From an optimization exercise on the open Yosys and OpenROAD flow, aimed at small area and a short achievable clock period; shortcuts taken in it are not production practice. Where RTL was checked, it was by simulation tests only, not by an equivalence proof against the original. The clock port is modelled as an ideal driver, which makes a skipped or thinned clock tree look cheaper than it is; a real chip needs a root buffer or a tree. Power and IR drop assume default switching activity.

## xspi_top
module xspi_top (
    input  wire        clk,
    input  wire        rst_n,
    input  wire        start,
    input  wire [7:0]  command,
    input  wire [47:0] address,
    input  wire [63:0] wr_data,
    output reg  [63:0] rd_data,
    output reg         done,
    output reg         ready,
    output reg         xspi_cs_n,
    output reg  [7:0]  xspi_io
);
For scale: roughly 200 I/O pins.
==> module xspi_top, before the edit <==
module xspi_top (
    input  wire        clk,
    input  wire        rst_n,
    input  wire        start,
    input  wire [7:0]  command,
    input  wire [47:0] address,
    input  wire [63:0] wr_data,
    output reg  [63:0] rd_data,
    output reg         done,
    output reg         ready,
    output reg         xspi_cs_n,
    output reg  [7:0]  xspi_io
);
    reg  [4:0]  cyc;
    reg         is_wr;       
    reg         is_rd;       
    reg         clr_pend;    
    reg  [63:0] mem;         
    wire is_oth = ~is_wr & ~is_rd;
    wire c0  = (cyc == 5'd0);
    wire c1  = (cyc == 5'd1);
    wire c8  = (cyc == 5'd8);
    wire c16 = (cyc == 5'd16);
    wire c17 = (cyc == 5'd17);
    wire c1_7  = (cyc >= 5'd1) & (cyc <= 5'd7);
    wire c9_15 = (cyc >= 5'd9) & (cyc <= 5'd15);
    reg [4:0] cyc_nx;
    always @(*) begin
        if (c0)
            cyc_nx = start ? 5'd1 : 5'd0;
        else if ((c8 & is_oth) | (c16 & is_wr) | c17)
            cyc_nx = 5'd0;
        else
            cyc_nx = cyc + 5'd1;
    end
    always @(posedge clk or negedge rst_n) begin
        if (!rst_n)
            cyc <= 5'd0;
        else
            cyc <= cyc_nx;
    end
    always @(posedge clk or negedge rst_n) begin
        if (!rst_n)
            clr_pend <= 1'b1;
        else if (c8)
            clr_pend <= 1'b0;
    end
    always @(posedge clk) begin
        if (c1) begin
            is_wr <= (command == 8'hA5);
            is_rd <= (command == 8'hFF);
        end
    end
    wire data_nx = (c8 & ~is_oth) | c9_15;
    wire [7:0] data_byte =
          ({8{is_wr & (cyc == 5'd8)}}  & wr_data[63:56])
        | ({8{is_wr & (cyc == 5'd9)}}  & wr_data[55:48])
        | ({8{is_wr & (cyc == 5'd10)}} & wr_data[47:40])
        | ({8{is_wr & (cyc == 5'd11)}} & wr_data[39:32])
        | ({8{is_wr & (cyc == 5'd12)}} & wr_data[31:24])
        | ({8{is_wr & (cyc == 5'd13)}} & wr_data[23:16])
        | ({8{is_wr & (cyc == 5'd14)}} & wr_data[15:8])
        | ({8{is_wr & (cyc == 5'd15)}} & wr_data[7:0])
        | ({8{is_rd & data_nx}}        & mem[63:56]);
    wire [7:0] io_nx =
          ({8{c1}}              & command)
        | ({8{cyc == 5'd2}}     & address[47:40])
        | ({8{cyc == 5'd3}}     & address[39:32])
        | ({8{cyc == 5'd4}}     & address[31:24])
        | ({8{cyc == 5'd5}}     & address[23:16])
        | ({8{cyc == 5'd6}}     & address[15:8])
        | ({8{cyc == 5'd7}}     & address[7:0])
        | data_byte;
    always @(posedge clk) begin
        xspi_io   <= io_nx;
        xspi_cs_n <= ~(c1_7 | (c8 & ~is_oth) | c9_15 | (c16 & is_rd));
        done      <= (c8 & is_oth) | (c16 & is_wr) | c17;
        ready     <= c16 & is_rd;
    end
    wire mem_wr  = is_wr & ((cyc >= 5'd9) & (cyc <= 5'd16));
    wire mem_rot = is_rd & (c8 | c9_15);
    wire [7:0] mem_in = (is_wr ? xspi_io : mem[63:56]) & {8{~clr_pend}};
    always @(posedge clk) begin
        if (clr_pend | mem_wr | mem_rot)
            mem <= {mem[55:0], mem_in};
    end
    wire rd_sh = is_rd & ((cyc >= 5'd9) & (cyc <= 5'd16));
    always @(posedge clk) begin
        if (clr_pend | rd_sh)
            rd_data <= {rd_data[55:0], xspi_io & {8{~clr_pend}}};
    end
endmodule
==> flow/config.mk <==
export PLATFORM = sky130hd
export DESIGN_NAME = xspi_top
export DESIGN_NICKNAME = xspi_top
export VERILOG_FILES = /design/flow/design.v
export SDC_FILE = /design/flow/constraint.sdc
export NUM_CORES = 4
export LEC_CHECK = 0
export CAP_MARGIN = 20
export CORE_MARGIN = 2
export CORE_UTILIZATION = 40
export SLEW_MARGIN = 20
==> flow/constraint.sdc <==
create_clock -name core_clock -period 7.0 [get_ports {clk}]
set_input_delay 1.4000 -clock core_clock [delete_from_list [all_inputs] [get_ports {clk}]]
set_output_delay 1.4000 -clock core_clock [all_outputs]
set_load 0.01 [all_outputs]
run.sh (not shown) runs the stock make flow with config.mk's settings and CLKGATE_MAP_FILE= SYNTH_SCRIPT=/design/flow/synth_recipe.tcl, a recipe that flattens the netlist after the stock synthesis.
The first run finished clean.
Rerun with:
--- a/flow/design.v
+++ b/flow/design.v
@@ -77,14 +77,19 @@
         done      <= (c8 & is_oth) | (c16 & is_wr) | c17;
         ready     <= c16 & is_rd;
     end
-    wire mem_wr  = is_wr & ((cyc >= 5'd9) & (cyc <= 5'd16));
-    wire mem_rot = is_rd & (c8 | c9_15);
+    reg mem_wr;      
+    reg mem_rot;     
+    reg rd_sh;       
+    always @(posedge clk) begin
+        mem_wr  <= is_wr & (cyc >= 5'd8) & (cyc <= 5'd15);
+        mem_rot <= is_rd & (cyc >= 5'd7) & (cyc <= 5'd14);
+        rd_sh   <= is_rd & (cyc >= 5'd8) & (cyc <= 5'd15);
+    end
     wire [7:0] mem_in = (is_wr ? xspi_io : mem[63:56]) & {8{~clr_pend}};
     always @(posedge clk) begin
         if (clr_pend | mem_wr | mem_rot)
             mem <= {mem[55:0], mem_in};
     end
-    wire rd_sh = is_rd & ((cyc >= 5'd9) & (cyc <= 5'd16));
     always @(posedge clk) begin
         if (clr_pend | rd_sh)
             rd_data <= {rd_data[55:0], xspi_io & {8{~clr_pend}}};
Clock skew stays flat.
Global-route usage went down by 0.95 points.
Maximum frequency went up by roughly a tenth.
Die area falls slightly.
Non-clock buffer count went up by 1.
Worst hold slack barely changes.
The RTL of the second run of this note was laid out without a check of its function.


Another version of the RTL of xspi_top (not shown whole).
For scale: roughly 320 cells after synthesis, about 150 flip-flops, about 200 I/O pins, roughly 5700 sq um of cells after synthesis.
==> module xspi_top, before the edit <==
module xspi_top (
    input  wire        clk,
    input  wire        rst_n,
    input  wire        start,
    input  wire [7:0]  command,
    input  wire [47:0] address,
    input  wire [63:0] wr_data,
    output reg  [63:0] rd_data,
    output reg         done,
    output reg         ready,
    output reg         xspi_cs_n,
    output reg  [7:0]  xspi_io
);
    reg  [8:0]  jc;
    reg         is_wr;       
    reg         is_rd;       
    reg         clr_pend;    
    reg  [63:0] mem;         
    wire is_oth = ~is_wr & ~is_rd;
    wire [17:0] st;          
    assign st[0] = ~jc[0] & ~jc[8];
    genvar n;
    generate
        for (n = 1; n <= 8; n = n + 1) begin : g_up
            assign st[n] = jc[n - 1] & ~jc[n];
        end
        for (n = 10; n <= 17; n = n + 1) begin : g_down
            assign st[n] = ~jc[n - 10] & jc[n - 9];
        end
    endgenerate
    assign st[9] = jc[0] & jc[8];
    wire up_1_8  = jc[0] & ~jc[8];   
    wire st_9_15 = jc[8] & jc[6];    
    wire fin = (st[8] & is_oth) | (st[16] & is_wr) | st[17];
    always @(posedge clk or negedge rst_n) begin
        if (!rst_n)
            jc <= 9'd0;
        else if (fin)
            jc <= 9'd0;
        else
            jc <= {jc[7:0], ~jc[8] & (jc[0] | start)};
    end
    always @(posedge clk or negedge rst_n) begin
        if (!rst_n)
            clr_pend <= 1'b1;
        else if (st[8])
            clr_pend <= 1'b0;
    end
    always @(posedge clk) begin
        if (st[1]) begin
            is_wr <= (command == 8'hA5);
            is_rd <= (command == 8'hFF);
        end
    end
    wire [15:0] io_sel;
    assign io_sel[0]  = st[1];                      
    assign io_sel[1]  = st[7];                      
    assign io_sel[2]  = st[6];                      
    assign io_sel[3]  = st[5];                      
    assign io_sel[4]  = st[4];                      
    assign io_sel[5]  = st[3];                      
    assign io_sel[6]  = st[2];                      
    assign io_sel[7]  = is_wr & st[15];             
    assign io_sel[8]  = is_wr & st[14];             
    assign io_sel[9]  = is_wr & st[13];             
    assign io_sel[10] = is_wr & st[12];             
    assign io_sel[11] = is_wr & st[11];             
    assign io_sel[12] = is_wr & st[10];             
    assign io_sel[13] = is_wr & st[9];              
    assign io_sel[14] = is_wr & st[8];              
    assign io_sel[15] = is_rd & (st[8] | st_9_15);  
    wire [7:0] io_nx;
    xspi_bytesel io_mux (
        .sel(io_sel),
        .src({mem[63:56], wr_data, address, command}),
        .y(io_nx)
    );
    always @(posedge clk) begin
        xspi_io   <= io_nx;
        xspi_cs_n <= ~((up_1_8 & ~(st[8] & is_oth)) | st_9_15
                       | (st[16] & is_rd));
        done      <= fin;
        ready     <= st[16] & is_rd;
    end
    reg mem_sh;      
    reg rd_ld;       
    always @(posedge clk) begin
        mem_sh <= (is_wr & (st[8] | st_9_15))
                | (is_rd & (st[7] | st[8] | st[9] | st[10] | st[11]
                            | st[12] | st[13] | st[14]));
        rd_ld  <= is_rd & st[15];
    end
    wire [7:0] mem_in = (is_wr ? xspi_io : mem[63:56]) & {8{~clr_pend}};
    always @(posedge clk) begin
        if (clr_pend | mem_sh)
            mem <= {mem[55:0], mem_in};
    end
    always @(posedge clk) begin
        if (clr_pend | rd_ld)
            rd_data <= mem;
    end
endmodule
clock: 7.0 ns
lec_check: 0
abc_clock_period_in_ps: 2100
cap_margin: 20
core_margin: 2
core_utilization: 40
slew_margin: 20
synth_hierarchical: 1
synth_minimum_keep_size: 0
standard.sh (not shown) runs the stock make flow with config.mk's settings and CLKGATE_MAP_FILE= SYNTH_SCRIPT=/design/flow/synth_recipe.tcl, a recipe that flattens the netlist after the stock synthesis.
==> flow/flow/run.sh <==
#!/bin/bash
# Layout flow: the standard ORFS flow (standard.sh), with these changes.
#  - The port buffers are plain buf_1 cells.
#  - flow/mycts.tcl replaces ORFS's CTS step. The clock port drives one
#    clock inverter, which drives CTS_NBUF clock inverters, each driving one
#    cluster of flip-flops. Then timing repair aims at CTS_MARGIN ns of setup
#    slack, and an area recovery pass gives each cell the smallest size that
#    keeps the worst slack that repair reached.
set -euo pipefail
export BUFFER_PORTS_ARGS="-buffer_cell sky130_fd_sc_hd__buf_1"
RES=$PWD/orfs/results/$FLOW_PLATFORM/xspi_top/base

bash standard.sh "BUFFER_PORTS_ARGS=$BUFFER_PORTS_ARGS" place > flow_1_to_3_place.log 2>&1

PLATFORM_DIR=$FLOW_HOME/platforms/$FLOW_PLATFORM RES=$RES CLK_PORT=clk PULL_OUT_FLOPS=1 PULL_OUT_BUFS=1 PULL_MATCH=*edfxtp* \
  CTS_ROOT=sky130_fd_sc_hd__clkinv_16 CTS_NBUF=6 CTS_BUFCELL=sky130_fd_sc_hd__clkinv_8 \
  SETUP_SLACK_MARGIN=4.95 AREA_RECOVER=1 AR_MAX_SLEW=0.4 AR_EPS=0.003 AR_GUARD=0.03 \
  openroad -no_init -exit flow/mycts.tcl > flow_4_cts.log 2>&1
cp $RES/4_1_cts.odb $RES/4_cts.odb
touch $RES/4_cts.sdc

bash standard.sh "BUFFER_PORTS_ARGS=$BUFFER_PORTS_ARGS" finish > flow_5_to_6_finish.log 2>&1
Other scripts of this flow, unchanged in this note and not shown: flow/flow/mycts.tcl
The starting point finished clean.
==> next run, changes <==
--- a/flow/design.v
+++ b/flow/design.v
@@ -79,23 +79,24 @@
         xspi_io   <= io_nx;
         xspi_cs_n <= ~((up_1_8 & ~(st[8] & is_oth)) | st_9_15
                        | (st[16] & is_rd));
         done      <= fin;
         ready     <= st[16] & is_rd;
     end
-    reg mem_sh;      
+    reg mem_wsh;     
+    reg mem_rot;     
     reg rd_ld;       
     always @(posedge clk) begin
-        mem_sh <= (is_wr & (st[8] | st_9_15))
-                | (is_rd & (st[7] | st[8] | st[9] | st[10] | st[11]
-                            | st[12] | st[13] | st[14]));
-        rd_ld  <= is_rd & st[15];
+        mem_wsh <= is_wr & (st[8] | st_9_15);
+        mem_rot <= is_rd & (st[7] | st[8] | st[9] | st[10] | st[11]
+                            | st[12] | st[13] | st[14]);
+        rd_ld   <= is_rd & st[15];
     end
-    wire [7:0] mem_in = (is_wr ? xspi_io : mem[63:56]) & {8{~clr_pend}};
+    wire [7:0] mem_in = (mem_wsh ? xspi_io : mem[63:56]) & {8{~clr_pend}};
     always @(posedge clk) begin
-        if (clr_pend | mem_sh)
+        if (clr_pend | mem_wsh | mem_rot)
             mem <= {mem[55:0], mem_in};
     end
     always @(posedge clk) begin
         if (clr_pend | rd_ld)
             rd_data <= mem;
     end
The changed run completed without violations.
Synthesized cell count rises slightly.
Power rises by a few percent.
Hold slack is worse by 0.016 ns.
Sequential share of layout area is about the same.
Synthesized area rises slightly.
Routed wire length falls by a few percent.
Clock power falls by a few percent.
Final area rises slightly.
Setup slack is worse by 0.0034 ns.
Die area rises slightly.
Core utilization stays flat.
Combinational power rises by a few percent.
No functional check of the RTL was part of the second run of this note. No run of this note takes its clock network from TritonCTS; it comes from the design's own scripts or RTL.


## job 101
Another version of the RTL of xspi_top (not shown whole).
Size in the first run: about 320 cells after synthesis, ~150 flip-flops, ~200 I/O pins.
==> module xspi_top, before the edit <==
module xspi_top (
    input  wire        clk,
    input  wire        rst_n,
    input  wire        start,
    input  wire [7:0]  command,
    input  wire [47:0] address,
    input  wire [63:0] wr_data,
    output reg  [63:0] rd_data,
    output reg         done,
    output reg         ready,
    output reg         xspi_cs_n,
    output reg  [7:0]  xspi_io
);
    reg  [8:0]  jc;
    reg         is_wr;       
    reg         is_rd;       
    reg         clr_pend;    
    reg  [63:0] mem;         
    wire is_oth = ~is_wr & ~is_rd;
    wire [17:0] st;          
    assign st[0] = ~jc[0] & ~jc[8];
    genvar n;
    generate
        for (n = 1; n <= 8; n = n + 1) begin : g_up
            assign st[n] = jc[n - 1] & ~jc[n];
        end
        for (n = 10; n <= 17; n = n + 1) begin : g_down
            assign st[n] = ~jc[n - 10] & jc[n - 9];
        end
    endgenerate
    assign st[9] = jc[0] & jc[8];
    wire up_1_8  = jc[0] & ~jc[8];   
    wire st_9_15 = jc[8] & jc[6];    
    wire fin = (st[8] & is_oth) | (st[16] & is_wr) | st[17];
    always @(posedge clk or negedge rst_n) begin
        if (!rst_n)
            jc <= 9'd0;
        else if (fin)
            jc <= 9'd0;
        else
            jc <= {jc[7:0], ~jc[8] & (jc[0] | start)};
    end
    always @(posedge clk or negedge rst_n) begin
        if (!rst_n)
            clr_pend <= 1'b1;
        else if (st[8])
            clr_pend <= 1'b0;
    end
    always @(posedge clk) begin
        is_wr <= (command == 8'hA5);
        is_rd <= (command == 8'hFF);
    end
    wire [15:0] io_sel;
    assign io_sel[0]  = st[1];                      
    assign io_sel[1]  = st[7];                      
    assign io_sel[2]  = st[6];                      
    assign io_sel[3]  = st[5];                      
    assign io_sel[4]  = st[4];                      
    assign io_sel[5]  = st[3];                      
    assign io_sel[6]  = st[2];                      
    assign io_sel[7]  = is_wr & st[15];             
    assign io_sel[8]  = is_wr & st[14];             
    assign io_sel[9]  = is_wr & st[13];             
    assign io_sel[10] = is_wr & st[12];             
    assign io_sel[11] = is_wr & st[11];             
    assign io_sel[12] = is_wr & st[10];             
    assign io_sel[13] = is_wr & st[9];              
    assign io_sel[14] = is_wr & st[8];              
    assign io_sel[15] = is_rd & (st[8] | st_9_15);  
    wire [7:0] io_nx;
    xspi_bytesel io_mux (
        .sel(io_sel),
        .src({mem[63:56], wr_data, address, command}),
        .y(io_nx)
    );
    always @(posedge clk) begin
        xspi_io   <= io_nx;
        xspi_cs_n <= ~((up_1_8 & ~(st[8] & is_oth)) | st_9_15
                       | (st[16] & is_rd));
        done      <= fin;
        ready     <= st[16] & is_rd;
    end
    wire mem_sh = (is_wr & jc[8] & jc[7])                   
                | (is_rd & ((jc[7] & ~jc[8]) | st_9_15));   
    wire rd_ld  = is_rd & st[16];
    wire [7:0] mem_in = (is_wr ? xspi_io : mem[63:56]) & {8{~clr_pend}};
    always @(posedge clk) begin
        if (clr_pend | mem_sh)
            mem <= {mem[55:0], mem_in};
    end
    always @(posedge clk) begin
        if (clr_pend | rd_ld)
            rd_data <= mem;
    end
endmodule
==> flow/config.mk <==
export PLATFORM = sky130hd
export DESIGN_NAME = xspi_top
export DESIGN_NICKNAME = xspi_top
export VERILOG_FILES = /design/flow/design.v
export SDC_FILE = /design/flow/constraint.sdc
export NUM_CORES = 4
export LEC_CHECK = 0
export ABC_CLOCK_PERIOD_IN_PS = 2100
export CAP_MARGIN = 20
export CORE_MARGIN = 2
export CORE_UTILIZATION = 40
export SLEW_MARGIN = 20
export SYNTH_HIERARCHICAL = 1
export SYNTH_MINIMUM_KEEP_SIZE = 0
==> flow/constraint.sdc <==
create_clock -name core_clock -period 7.0 [get_ports {clk}]
set_input_delay 1.4000 -clock core_clock [delete_from_list [all_inputs] [get_ports {clk}]]
set_output_delay 1.4000 -clock core_clock [all_outputs]
set_load 0.01 [all_outputs]
==> flow/flow/run.sh <==
#!/bin/bash
# Layout flow: the standard ORFS flow (standard.sh), with these changes.
#  - The port buffers are plain buf_1 cells.
#  - flow/mycts.tcl replaces ORFS's CTS step. It first moves each output
#    port buffer that an enable flip-flop drives next to that flip-flop.
#    Then it builds the clock tree: the clock port drives one clock
#    inverter, which drives CTS_NBUF clock inverters, each driving one
#    cluster of flip-flops. Then timing repair aims at SETUP_SLACK_MARGIN ns
#    of setup slack, and an area recovery pass gives each cell the smallest
#    size that keeps the worst slack that repair reached (and keeps AR_GUARD
#    ns more on the paths through the cell).
set -euo pipefail
export BUFFER_PORTS_ARGS="-buffer_cell sky130_fd_sc_hd__buf_1"
RES=$PWD/orfs/results/$FLOW_PLATFORM/xspi_top/base

bash standard.sh "BUFFER_PORTS_ARGS=$BUFFER_PORTS_ARGS" place > flow_1_to_3_place.log 2>&1

PLATFORM_DIR=$FLOW_HOME/platforms/$FLOW_PLATFORM RES=$RES CLK_PORT=clk \
  PULL_OUT_FLOPS=1 PULL_OUT_BUFS=1 PULL_MATCH='*edfxtp*' \
  CTS_ROOT=sky130_fd_sc_hd__clkinv_16 CTS_NBUF=5 CTS_BUFCELL=sky130_fd_sc_hd__clkinv_8 \
  SETUP_SLACK_MARGIN=4.95 AREA_RECOVER=1 AR_MAX_SLEW=0.4 AR_EPS=0.003 AR_GUARD=0.03 \
  openroad -no_init -exit flow/mycts.tcl > flow_4_cts.log 2>&1
cp $RES/4_1_cts.odb $RES/4_cts.odb
touch $RES/4_cts.sdc

bash standard.sh "BUFFER_PORTS_ARGS=$BUFFER_PORTS_ARGS" finish > flow_5_to_6_finish.log 2>&1
Other scripts of this flow, unchanged in this note and not shown: flow/flow/mycts.tcl
What job 102 does differently from job 101 at the input level:
-- flow/design.v --
<<< job 101, line 48
    end
    always @(posedge clk) begin
        is_wr <= (command == 8'hA5);
        is_rd <= (command == 8'hFF);
    end
    wire [15:0] io_sel;
>>> job 102, line 48
    end
    always @(posedge clk) begin
        if (st[1]) begin
            is_wr <= (command == 8'hA5);
            is_rd <= (command == 8'hFF);
        end
    end
    wire [15:0] io_sel;
<<< job 101, line 81
        ready     <= st[16] & is_rd;
    end
    wire mem_sh = (is_wr & jc[8] & jc[7])                   
                | (is_rd & ((jc[7] & ~jc[8]) | st_9_15));   
    wire rd_ld  = is_rd & st[16];
    wire [7:0] mem_in = (is_wr ? xspi_io : mem[63:56]) & {8{~clr_pend}};
    always @(posedge clk) begin
>>> job 102, line 83
        ready     <= st[16] & is_rd;
    end
    reg mem_sh;      
    reg rd_ld;       
    always @(posedge clk) begin
        mem_sh <= (is_wr & (st[8] | st_9_15))
                | (is_rd & (st[7] | st[8] | st[9] | st[10] | st[11]
                            | st[12] | st[13] | st[14]));
        rd_ld  <= is_rd & st[15];
    end
    wire [7:0] mem_in = (is_wr ? xspi_io : mem[63:56]) & {8{~clr_pend}};
    always @(posedge clk) begin
Findings:
- Synthesis-stage register bit count is lower on job 101
- Row global routing met1 resource utilization: job 102 higher / job 101 lower
- Job 102 and job 101 ended up with nearly the same share of synthesized registers carrying an async set or reset.
- On job 102: combinational cell fraction of total power is 4.3 points higher than what job 101 gave.
- Going from job 101 to job 102, cell area reported after detailed placement grew slightly.
In every run of this note, the design's own scripts or RTL, not TritonCTS, make the clock network.

separate check: timing with driven ports:
How much do the figures lean on ideal ports? The routed layouts below were timed once more, with nothing changed but the port constraints. Step 1 assumes that a clkbuf_16 drives the clock port and a buf_2 every other input. Step 2, shift: input delay + t, output delay - t, t = (earliest + latest rising clock arrival at the registers) / 2. This alone moves slack from input paths to output paths. Slacks: ideal / step 1 / step 2; pairs: ideal / step 1.
run	t (ns)	setup WS [ns]	worst register clock-pin slew, ns
the first run of note 1	0.437	3.851 / 3.851 / 3.724	0.06 / 0.06
the second run of note 1	0.443	4.164 / 4.126 / 4.067	0.06 / 0.06
the first run of note 2	0.284	4.861 / 4.786 / 4.658	0.11 / 0.11
the second run of note 2	0.276	4.858 / 4.798 / 4.629	0.10 / 0.10
job 101	0.273	4.876 / 4.802 / 4.689	0.11 / 0.11
job 102	0.278	4.864 / 4.790 / 4.642	0.12 / 0.12
After both steps every run listed still meets setup and hold. For the second run of note 2, which loses most, drivers alone change the setup slack by -0.060 ns; drivers and shift together by -0.229 ns.
